Context: an optimization exercise on an open-source flow, tuned for small area. The choices shown serve that exercise and are no tape-out recipe. RTL that was checked went through simulation tests only; none was proved equivalent to the original. The clock port is modelled as an ideal driver, which makes a skipped or thinned clock tree look cheaper than it is; a real chip needs a root buffer or a tree. No activity file was given, so power comes from the tool's default toggle rates.

==> flow/design.v <==
module uart_rx
  #(parameter CLKS_PER_BIT = 104)
  (
   input             i_Clock,
   input             i_Rst,
   input             i_Rx_Serial,
   output reg [15:0] o_Rx_Byte,
   output reg        square_wave,
   output reg        pin1,
   output reg        pin2
   );
  reg       r_Rx_Data;
  reg [3:0] r_Phase;
  reg [6:0] r_Count;         
  reg [7:0] r_Byte;
  reg       r_Hi_Done;       
  reg [23:0] counter;
  reg [15:0] steps;          
  reg [20:0] store;
  reg [20:0] quot;
  reg [15:0] rem;
  wire idle    = (r_Phase == 4'd0);
  wire start   = (r_Phase == 4'd1);
  wire data    = (r_Phase >= 4'd2) && (r_Phase <= 4'd9);
  wire slot8   = (r_Phase == 4'd10);
  wire stopb   = (r_Phase == 4'd11);
  wire cleanup = (r_Phase == 4'd12);
  wire c_zero = (r_Count == 7'd0);
  wire c_top  = r_Count[6] & r_Count[5] & r_Count[2] & r_Count[1] & r_Count[0];
  wire adv_start = start & c_zero;
  wire adv_bit   = (data | slot8 | stopb) & c_zero;
  wire upd       = stopb & c_top;        
  always @(posedge i_Clock) begin
    if (i_Rst) begin
      r_Rx_Data <= 1'b1;
      r_Phase   <= 4'd0;
      r_Hi_Done <= 1'b0;
    end else begin
      r_Rx_Data <= i_Rx_Serial;
      if (idle) begin
        if (!r_Rx_Data) r_Phase <= 4'd1;
      end else if (adv_start) begin
        r_Phase <= r_Rx_Data ? 4'd0 : 4'd2;
      end else if (adv_bit | cleanup) begin
        r_Phase <= cleanup ? 4'd0 : r_Phase + 4'd1;
      end
      if (slot8 & c_zero) r_Hi_Done <= ~r_Hi_Done;
    end
  end
  always @(posedge i_Clock)
    r_Count <= idle ? 7'd51 : c_zero ? 7'd103 : r_Count - 7'd1;
  always @(posedge i_Clock)
    if (data & c_zero) r_Byte <= {r_Rx_Data, r_Byte[7:1]};
  always @(posedge i_Clock) begin
    if (i_Rst)
      o_Rx_Byte <= 16'd0;
    else if (upd) begin
      if (r_Hi_Done) o_Rx_Byte[15:8] <= r_Byte;
      else           o_Rx_Byte[7:0]  <= r_Byte;
    end
  end
  localparam [31:0] DIVIDEND = 32'd1800000;
  wire [15:0] divisor = r_Hi_Done ? {o_Rx_Byte[15:8], r_Byte} : {r_Byte, o_Rx_Byte[7:0]};
  wire        nbit    = ~r_Count[6] & ~r_Count[5] & DIVIDEND[r_Count[4:0]];
  wire [16:0] trial   = {rem, nbit};
  wire [17:0] borrow;
  wire [16:0] diff;
  assign borrow[0] = 1'b0;
  genvar gi;
  generate
    for (gi = 0; gi < 17; gi = gi + 1) begin : g_sub
      wire dv = (gi < 16) ? divisor[gi] : 1'b0;
      assign diff[gi]     = trial[gi] ^ dv ^ borrow[gi];
      assign borrow[gi+1] = (~trial[gi] & dv) | (~trial[gi] & borrow[gi]) | (dv & borrow[gi]);
    end
  endgenerate
  wire        qbit    = ~borrow[17];
  always @(posedge i_Clock) begin
    rem  <= slot8 ? (qbit ? diff[15:0] : trial[15:0]) : 16'd0;
    quot <= {quot[19:0], qbit};
    if (upd) store <= quot;
  end
  localparam [15:0] STEPS_SEED = 16'hFFFF;
  localparam [15:0] STEPS_STOP = 16'h9097;   
  wire rpm_zero = (o_Rx_Byte == 16'd0);
  wire [21:0] cb;
  assign cb[0] = 1'b0;
  generate
    for (gi = 0; gi < 21; gi = gi + 1) begin : g_cmp
      assign cb[gi+1] = (~counter[gi] & store[gi]) | (~(counter[gi] ^ store[gi]) & cb[gi]);
    end
  endgenerate
  wire ge = rpm_zero ? (&counter)
                     : ((|counter[23:21]) | ~cb[21]);
  wire stop = (steps == STEPS_STOP);
  wire ev   = ge & ~stop;
  wire hi7  = (upd & r_Hi_Done) ? r_Byte[7] : o_Rx_Byte[15];
  always @(posedge i_Clock) begin
    if (i_Rst) begin
      counter     <= 24'd0;
      steps       <= STEPS_SEED;
      square_wave <= 1'b1;
      pin1        <= 1'b0;
      pin2        <= 1'b0;
    end else begin
      counter <= ev ? 24'd0 : counter + 24'd1;
      if (ev) begin
        square_wave <= ~square_wave;
        pin1        <= hi7;
        pin2        <= ~hi7;
        if (square_wave)
          steps <= {steps[14:0], steps[15] ^ steps[14] ^ steps[12] ^ steps[3]};
      end
    end
  end
endmodule
clock: 100.0 ns
lec_check: 0
cap_margin: 20
core_margin: 2
core_utilization: 40
slew_margin: 20
standard.sh (not shown) runs the stock make flow with config.mk's settings and CLKGATE_MAP_FILE= SYNTH_SCRIPT=/design/flow/synth_recipe.tcl, a recipe that flattens the netlist after the stock synthesis.
==> flow/flow/run.sh <==
#!/bin/bash
# ORFS layout (the standard.sh) with two changes: the clock tree is built
# by hand (one root buffer and a few leaf buffers, see cts_hook.tcl) and the
# port buffers are the smallest buffer cell.
set -euo pipefail
here=$(pwd)
export PRE_CTS_TCL=$here/flow/cts_hook.tcl
export MCTS_NBUF=8
export MCTS_BCELL=sky130_fd_sc_hd__clkbuf_8
export MCTS_RCELL=sky130_fd_sc_hd__clkbuf_16
export BUFFER_PORTS_ARGS="-buffer_cell sky130_fd_sc_hd__buf_1"
bash standard.sh > $here/flow_make.log 2>&1
Other scripts of this flow, unchanged in this note and not shown: flow/flow/cts_hook.tcl
Then changed:
--- a/flow/design.v
+++ b/flow/design.v
@@ -63,18 +63,8 @@
   wire [15:0] divisor = r_Hi_Done ? {o_Rx_Byte[15:8], r_Byte} : {r_Byte, o_Rx_Byte[7:0]};
   wire        nbit    = ~r_Count[6] & ~r_Count[5] & DIVIDEND[r_Count[4:0]];
   wire [16:0] trial   = {rem, nbit};
-  wire [17:0] borrow;
-  wire [16:0] diff;
-  assign borrow[0] = 1'b0;
-  genvar gi;
-  generate
-    for (gi = 0; gi < 17; gi = gi + 1) begin : g_sub
-      wire dv = (gi < 16) ? divisor[gi] : 1'b0;
-      assign diff[gi]     = trial[gi] ^ dv ^ borrow[gi];
-      assign borrow[gi+1] = (~trial[gi] & dv) | (~trial[gi] & borrow[gi]) | (dv & borrow[gi]);
-    end
-  endgenerate
-  wire        qbit    = ~borrow[17];
+  wire [17:0] diff    = {1'b0, trial} - {2'b00, divisor};
+  wire        qbit    = ~diff[17];
   always @(posedge i_Clock) begin
     rem  <= slot8 ? (qbit ? diff[15:0] : trial[15:0]) : 16'd0;
     quot <= {quot[19:0], qbit};
@@ -83,15 +73,8 @@
   localparam [15:0] STEPS_SEED = 16'hFFFF;
   localparam [15:0] STEPS_STOP = 16'h9097;   
   wire rpm_zero = (o_Rx_Byte == 16'd0);
-  wire [21:0] cb;
-  assign cb[0] = 1'b0;
-  generate
-    for (gi = 0; gi < 21; gi = gi + 1) begin : g_cmp
-      assign cb[gi+1] = (~counter[gi] & store[gi]) | (~(counter[gi] ^ store[gi]) & cb[gi]);
-    end
-  endgenerate
   wire ge = rpm_zero ? (&counter)
-                     : ((|counter[23:21]) | ~cb[21]);
+                     : ((|counter[23:21]) | (counter[20:0] >= store));
   wire stop = (steps == STEPS_STOP);
   wire ev   = ge & ~stop;
   wire hi7  = (upd & r_Hi_Done) ? r_Byte[7] : o_Rx_Byte[15];
Result: Total power falls by 5.3%. Fmax barely changes. Critical path depth stays the same. Sequential share of layout area goes down by 3.1 points. Global-route usage went up by 0.70 points. Wire length increases by about 16%.
No functional check of the RTL was part of the second run of this note. No run of this note takes its clock network from TritonCTS; it comes from the design's own scripts or RTL.

uart_rx, a different RTL version from the one above (not shown whole).
Size in the first run: ~540 cells after synthesis, ~130 flip-flops, ~22 I/O pins.
==> module uart_rx, before the edit <==
module uart_rx
  #(parameter CLKS_PER_BIT = 104)
  (
   input             i_Clock,
   input             i_Rst,
   input             i_Rx_Serial,
   output reg [15:0] o_Rx_Byte,
   output reg        square_wave,
   output reg        pin1,
   output reg        pin2
   );
  reg       r_Rx_Data;
  reg [3:0] r_Phase;
  reg [6:0] r_Count;         
  reg [7:0] r_Byte;
  reg       r_Hi_Done;       
  reg [23:0] counter;
  reg [15:0] steps;          
  reg [15:0] store;          
  reg [15:0] quot;
  reg [15:0] rem;
  wire idle    = (r_Phase == 4'd0);
  wire start   = (r_Phase == 4'd1);
  wire data    = (r_Phase >= 4'd2) && (r_Phase <= 4'd9);
  wire slot8   = (r_Phase == 4'd10);
  wire stopb   = (r_Phase == 4'd11);
  wire cleanup = (r_Phase == 4'd12);
  wire c_zero = (r_Count == 7'd0);
  wire c_top  = r_Count[6] & r_Count[5] & r_Count[2] & r_Count[1] & r_Count[0];
  wire adv_start = start & c_zero;
  wire adv_bit   = (data | slot8 | stopb) & c_zero;
  wire upd       = stopb & c_top;        
  always @(posedge i_Clock) begin
    if (i_Rst) begin
      r_Rx_Data <= 1'b1;
      r_Phase   <= 4'd0;
      r_Hi_Done <= 1'b0;
    end else begin
      r_Rx_Data <= i_Rx_Serial;
      if (idle) begin
        if (!r_Rx_Data) r_Phase <= 4'd1;
      end else if (adv_start) begin
        r_Phase <= r_Rx_Data ? 4'd0 : 4'd2;
      end else if (adv_bit | cleanup) begin
        r_Phase <= cleanup ? 4'd0 : r_Phase + 4'd1;
      end
      if (slot8 & c_zero) r_Hi_Done <= ~r_Hi_Done;
    end
  end
  always @(posedge i_Clock)
    r_Count <= idle ? 7'd51 : c_zero ? 7'd103 : r_Count - 7'd1;
  always @(posedge i_Clock)
    if (data & c_zero) r_Byte <= {r_Rx_Data, r_Byte[7:1]};
  always @(posedge i_Clock) begin
    if (i_Rst)
      o_Rx_Byte <= 16'd0;
    else if (upd) begin
      if (r_Hi_Done) o_Rx_Byte[15:8] <= r_Byte;
      else           o_Rx_Byte[7:0]  <= r_Byte;
    end
  end
  localparam [31:0] DIVIDEND = 32'd1800000;
  wire [15:0] divisor = r_Hi_Done ? {o_Rx_Byte[15:8], r_Byte} : {r_Byte, o_Rx_Byte[7:0]};
  wire        nbit    = ~r_Count[6] & ~r_Count[5] & DIVIDEND[r_Count[4:0]];
  wire [16:0] trial   = {rem, nbit};
  wire [17:0] borrow;
  wire [16:0] diff;
  assign borrow[0] = 1'b0;
  genvar gi;
  generate
    for (gi = 0; gi < 17; gi = gi + 1) begin : g_sub
      wire dv = (gi < 16) ? divisor[gi] : 1'b0;
      assign diff[gi]     = trial[gi] ^ dv ^ borrow[gi];
      assign borrow[gi+1] = (~trial[gi] & dv) | (~trial[gi] & borrow[gi]) | (dv & borrow[gi]);
    end
  endgenerate
  wire        qbit    = ~borrow[17];
  always @(posedge i_Clock) begin
    rem  <= slot8 ? (qbit ? diff[15:0] : trial[15:0]) : 16'd0;
    quot <= {quot[14:0], qbit};
    if (upd) store <= quot;
  end
  localparam [15:0] STEPS_SEED = 16'hFFFF;
  localparam [15:0] STEPS_STOP = 16'h9097;   
  wire rpm_zero = (o_Rx_Byte == 16'd0);
  wire [4:0] rl = o_Rx_Byte[4:0];
  wire rpm_small = (o_Rx_Byte[15:5] == 11'd0) && (rl != 5'd0) && (rl < 5'd28);
  wire [4:0] half_top =
      !rpm_small   ? 5'd0  :
      (rl == 5'd1) ? 5'd27 :
      (rl == 5'd2) ? 5'd13 :
      (rl == 5'd3) ? 5'd9  :
      (rl == 5'd4) ? 5'd6  :
      (rl == 5'd5) ? 5'd5  :
      (rl == 5'd6) ? 5'd4  :
      (rl <= 5'd9) ? 5'd3  :
      (rl <= 5'd13) ? 5'd2 : 5'd1;
  wire [20:0] half = {half_top, store};
  wire [21:0] cb;
  assign cb[0] = 1'b0;
  generate
    for (gi = 0; gi < 21; gi = gi + 1) begin : g_cmp
      assign cb[gi+1] = (~counter[gi] & half[gi]) | (~(counter[gi] ^ half[gi]) & cb[gi]);
    end
  endgenerate
  wire ge = rpm_zero ? (&counter)
                     : ((|counter[23:21]) | ~cb[21]);
  wire stop = (steps == STEPS_STOP);
  wire ev   = ge & ~stop;
  wire hi7  = (upd & r_Hi_Done) ? r_Byte[7] : o_Rx_Byte[15];
  always @(posedge i_Clock) begin
    if (i_Rst) begin
      counter     <= 24'd0;
      steps       <= STEPS_SEED;
      square_wave <= 1'b1;
      pin1        <= 1'b0;
      pin2        <= 1'b0;
    end else begin
      counter <= ev ? 24'd0 : counter + 24'd1;
      if (ev) begin
        square_wave <= ~square_wave;
        pin1        <= hi7;
        pin2        <= ~hi7;
        if (square_wave)
          steps <= {steps[14:0], steps[15] ^ steps[14] ^ steps[12] ^ steps[3]};
      end
    end
  end
endmodule
Settings: LEC_CHECK=0, CAP_MARGIN=0, CORE_MARGIN=2, CORE_UTILIZATION=65, GPL_TIMING_DRIVEN=0, SLEW_MARGIN=0; clock period 100.0 ns.
==> flow/flow/run.sh <==
#!/bin/bash
set -euo pipefail
here=$(pwd)

python3 "$here/flow/make_synth.py" "$here" "$FLOW_HOME"
sed -e 's#SYNTH_SCRIPT=[^ ]*#SYNTH_SCRIPT='"$here"'/synth_recipe_multi.tcl ADDER_MAP_FILE=#' \
  "$here/standard.sh" > "$here/standard_custom.sh"
grep -q "synth_recipe_multi.tcl ADDER_MAP_FILE=" "$here/standard_custom.sh"

export PRE_CTS_TCL=$here/flow/cts_hook.tcl
export MCTS_NBUF=6
export MCTS_BCELL=sky130_fd_sc_hd__inv_8
export MCTS_RCELL=sky130_fd_sc_hd__inv_12
export BUFFER_PORTS_ARGS="-buffer_cell sky130_fd_sc_hd__buf_1"
bash "$here/standard_custom.sh" > "$here/flow_make.log" 2>&1
Other scripts of this flow, unchanged in this note and not shown: flow/flow/abc_a.script, flow/flow/abc_b.script, flow/flow/abc_c.script, flow/flow/abc_d.script, flow/flow/abc_e.script, flow/flow/abc_f.script, flow/flow/abc_g.script, flow/flow/abc_h.script, flow/flow/abc_i.script, flow/flow/abc_j.script, flow/flow/cts_hook.tcl, flow/flow/make_synth.py
Edit:
==> flow/design.v (replaced) <==
module uart_rx
  #(parameter CLKS_PER_BIT = 104)
  (
   input             i_Clock,
   input             i_Rst,
   input             i_Rx_Serial,
   output reg [15:0] o_Rx_Byte,
   output reg        square_wave,
   output reg        pin1,
   output            pin2
   );
  localparam [3:0] PH_SLOT8 = 4'd8, PH_STOP = 4'd9, PH_IDLE = 4'd10,
                   PH_START = 4'd11;
  reg [3:0] r_Phase;
  reg [6:0] r_Count;         
  reg [7:0] r_Byte;
  reg       r_Hi_Done;       
  reg [23:0] counter;
  reg [15:0] steps;          
  reg [15:0] store;          
  reg [14:0] quot;
  reg [15:0] rem;
  wire rx      = i_Rx_Serial;
  wire idle    = (r_Phase == PH_IDLE);
  wire start   = (r_Phase == PH_START);
  wire data    = ~r_Phase[3];
  wire slot8   = (r_Phase == PH_SLOT8);
  wire stopb   = (r_Phase == PH_STOP);
  wire c_zero = (r_Count == 7'd0);
  wire c_104  = r_Count[6] & r_Count[5] & r_Count[3];
  wire c_103  = r_Count[6] & r_Count[5] & r_Count[2] & r_Count[1] & r_Count[0];
  wire adv_start = start & c_zero;
  wire adv_bit   = (data | slot8 | stopb) & c_zero;
  wire upd       = stopb & c_103;
  always @(posedge i_Clock) begin
    if (i_Rst) begin
      r_Phase   <= PH_IDLE;
      r_Hi_Done <= 1'b0;
    end else begin
      if (idle) begin
        if (!rx) r_Phase <= PH_START;
      end else if (adv_start) begin
        r_Phase <= rx ? PH_IDLE : 4'd0;
      end else if (adv_bit) begin
        r_Phase <= r_Phase + 4'd1;
      end
      if (upd) r_Hi_Done <= ~r_Hi_Done;
    end
  end
  always @(posedge i_Clock)
    r_Count <= idle ? 7'd51 : c_zero ? (slot8 ? 7'd104 : 7'd103) : r_Count - 7'd1;
  always @(posedge i_Clock)
    if (data & c_zero) r_Byte <= {rx, r_Byte[7:1]};
  always @(posedge i_Clock) begin
    if (i_Rst)
      o_Rx_Byte <= 16'd0;
    else if (upd) begin
      if (!r_Hi_Done) o_Rx_Byte[15:8] <= r_Byte;
      else            o_Rx_Byte[7:0]  <= r_Byte;
    end
  end
  localparam [31:0] DIVIDEND = 32'd1800000;
  localparam [31:0] DIV_BY_4 = DIVIDEND >> 2;    
  wire [15:0] divisor = r_Hi_Done ? {o_Rx_Byte[15:8], r_Byte} : {r_Byte, o_Rx_Byte[7:0]};
  wire        nbit    = ~r_Count[6] & ~r_Count[5] & DIV_BY_4[r_Count[4:0]];
  wire [16:0] trial   = {rem, nbit};
  wire [17:0] borrow;
  wire [16:0] diff;
  assign borrow[0] = 1'b0;
  genvar gi;
  generate
    for (gi = 0; gi < 17; gi = gi + 1) begin : g_sub
      wire dv = (gi < 16) ? divisor[gi] : 1'b0;
      assign diff[gi]     = trial[gi] ^ dv ^ borrow[gi];
      assign borrow[gi+1] = (~trial[gi] & dv) | (~trial[gi] & borrow[gi]) | (dv & borrow[gi]);
    end
  endgenerate
  wire        qbit    = ~borrow[17];
  always @(posedge i_Clock) begin
    rem  <= (slot8 | (stopb & c_104)) ? (qbit ? diff[15:0] : trial[15:0]) : 16'd0;
    quot <= {quot[13:0], qbit};
    if (upd) store <= {quot, qbit};
  end
  localparam [15:0] STEPS_SEED = 16'hFFFF;
  localparam [15:0] STEPS_STOP = 16'h9097;   
  wire rpm_zero = (o_Rx_Byte == 16'd0);
  wire [4:0] rl = o_Rx_Byte[4:0];
  wire rpm_small = (o_Rx_Byte[15:5] == 11'd0) && (rl != 5'd0) && (rl < 5'd28);
  wire [4:0] half_top =
      !rpm_small   ? 5'd0  :
      (rl == 5'd1) ? 5'd27 :
      (rl == 5'd2) ? 5'd13 :
      (rl == 5'd3) ? 5'd9  :
      (rl == 5'd4) ? 5'd6  :
      (rl == 5'd5) ? 5'd5  :
      (rl == 5'd6) ? 5'd4  :
      (rl <= 5'd9) ? 5'd3  :
      (rl <= 5'd13) ? 5'd2 : 5'd1;
  wire [20:0] half = {half_top, store};
  wire [21:0] cb;
  assign cb[0] = 1'b0;
  generate
    for (gi = 0; gi < 21; gi = gi + 1) begin : g_cmp
      assign cb[gi+1] = (~counter[gi] & half[gi]) | (~(counter[gi] ^ half[gi]) & cb[gi]);
    end
  endgenerate
  wire ge = rpm_zero ? (&counter)
                     : ((|counter[23:21]) | ~cb[21]);
  wire stop = (steps == STEPS_STOP);
  wire ev   = ge & ~stop;
  wire hi7  = (upd & ~r_Hi_Done) ? r_Byte[7] : o_Rx_Byte[15];
  assign pin2 = ~pin1 & (steps != STEPS_SEED);
  always @(posedge i_Clock) begin
    if (i_Rst) begin
      counter     <= 24'd0;
      steps       <= STEPS_SEED;
      square_wave <= 1'b1;
      pin1        <= 1'b0;
    end else begin
      counter <= ev ? 24'd0 : counter + 24'd1;
      if (ev) begin
        square_wave <= ~square_wave;
        pin1        <= hi7;
        if (square_wave)
          steps <= {steps[14:0], steps[15] ^ steps[14] ^ steps[12] ^ steps[3]};
      end
    end
  end
endmodule
Outcome: The new run passed the timing, design-rule and antenna checks. Power rises by a few percent. Routed wire length falls slightly. Global-route usage is about the same. Synthesized area stays flat. Clock skew falls by 10 ps. Cell count falls slightly.
No run of this note takes its clock network from TritonCTS; it comes from the design's own scripts or RTL.

-- static timing again, ports no longer ideal --
The flow's constraints put no driver on any port. The routed layouts listed below were extracted and timed again, unchanged, in two steps. Step 1 assumes that a clkbuf_16 drives the clock port and a buf_2 every other input. Step 2 adds t to the input delays and takes it off the output delays; t is the mean of the earliest and latest rising clock arrival at the registers after step 1. Input paths then give back, and output paths get back, about the clock's delay inside the block. a / b / c = ideal / step 1 / step 2; a / b = the first two.
| run | shift t [ns] | slack for setup (ns) | worst hold slack (ns) | latest minus earliest clock arrival (ns) | pins driven straight from the clock port |
|---|---|---|---|---|---|
| the first run of note 1 | 0.382 | 78.653 / 78.675 / 78.293 | 0.347 / 0.347 / 0.347 | 0.019 / 0.019 | 1 |
| the second run of note 1 | 0.393 | 78.690 / 78.711 / 78.318 | 0.345 / 0.345 / 0.345 | 0.015 / 0.015 | 1 |
| the first run of note 2 | 0.222 | 78.231 / 78.268 / 78.046 | 0.346 / 0.346 / 0.346 | 0.017 / 0.018 | 1 |
| the second run of note 2 | 0.218 | 78.574 / 78.516 / 78.406 | 0.354 / 0.354 / 0.354 | 0.007 / 0.007 | 1 |
After both steps every run listed still meets setup and hold. For the second run of note 1, which loses most, drivers alone change the setup slack by +0.021 ns; drivers and shift together by -0.372 ns.
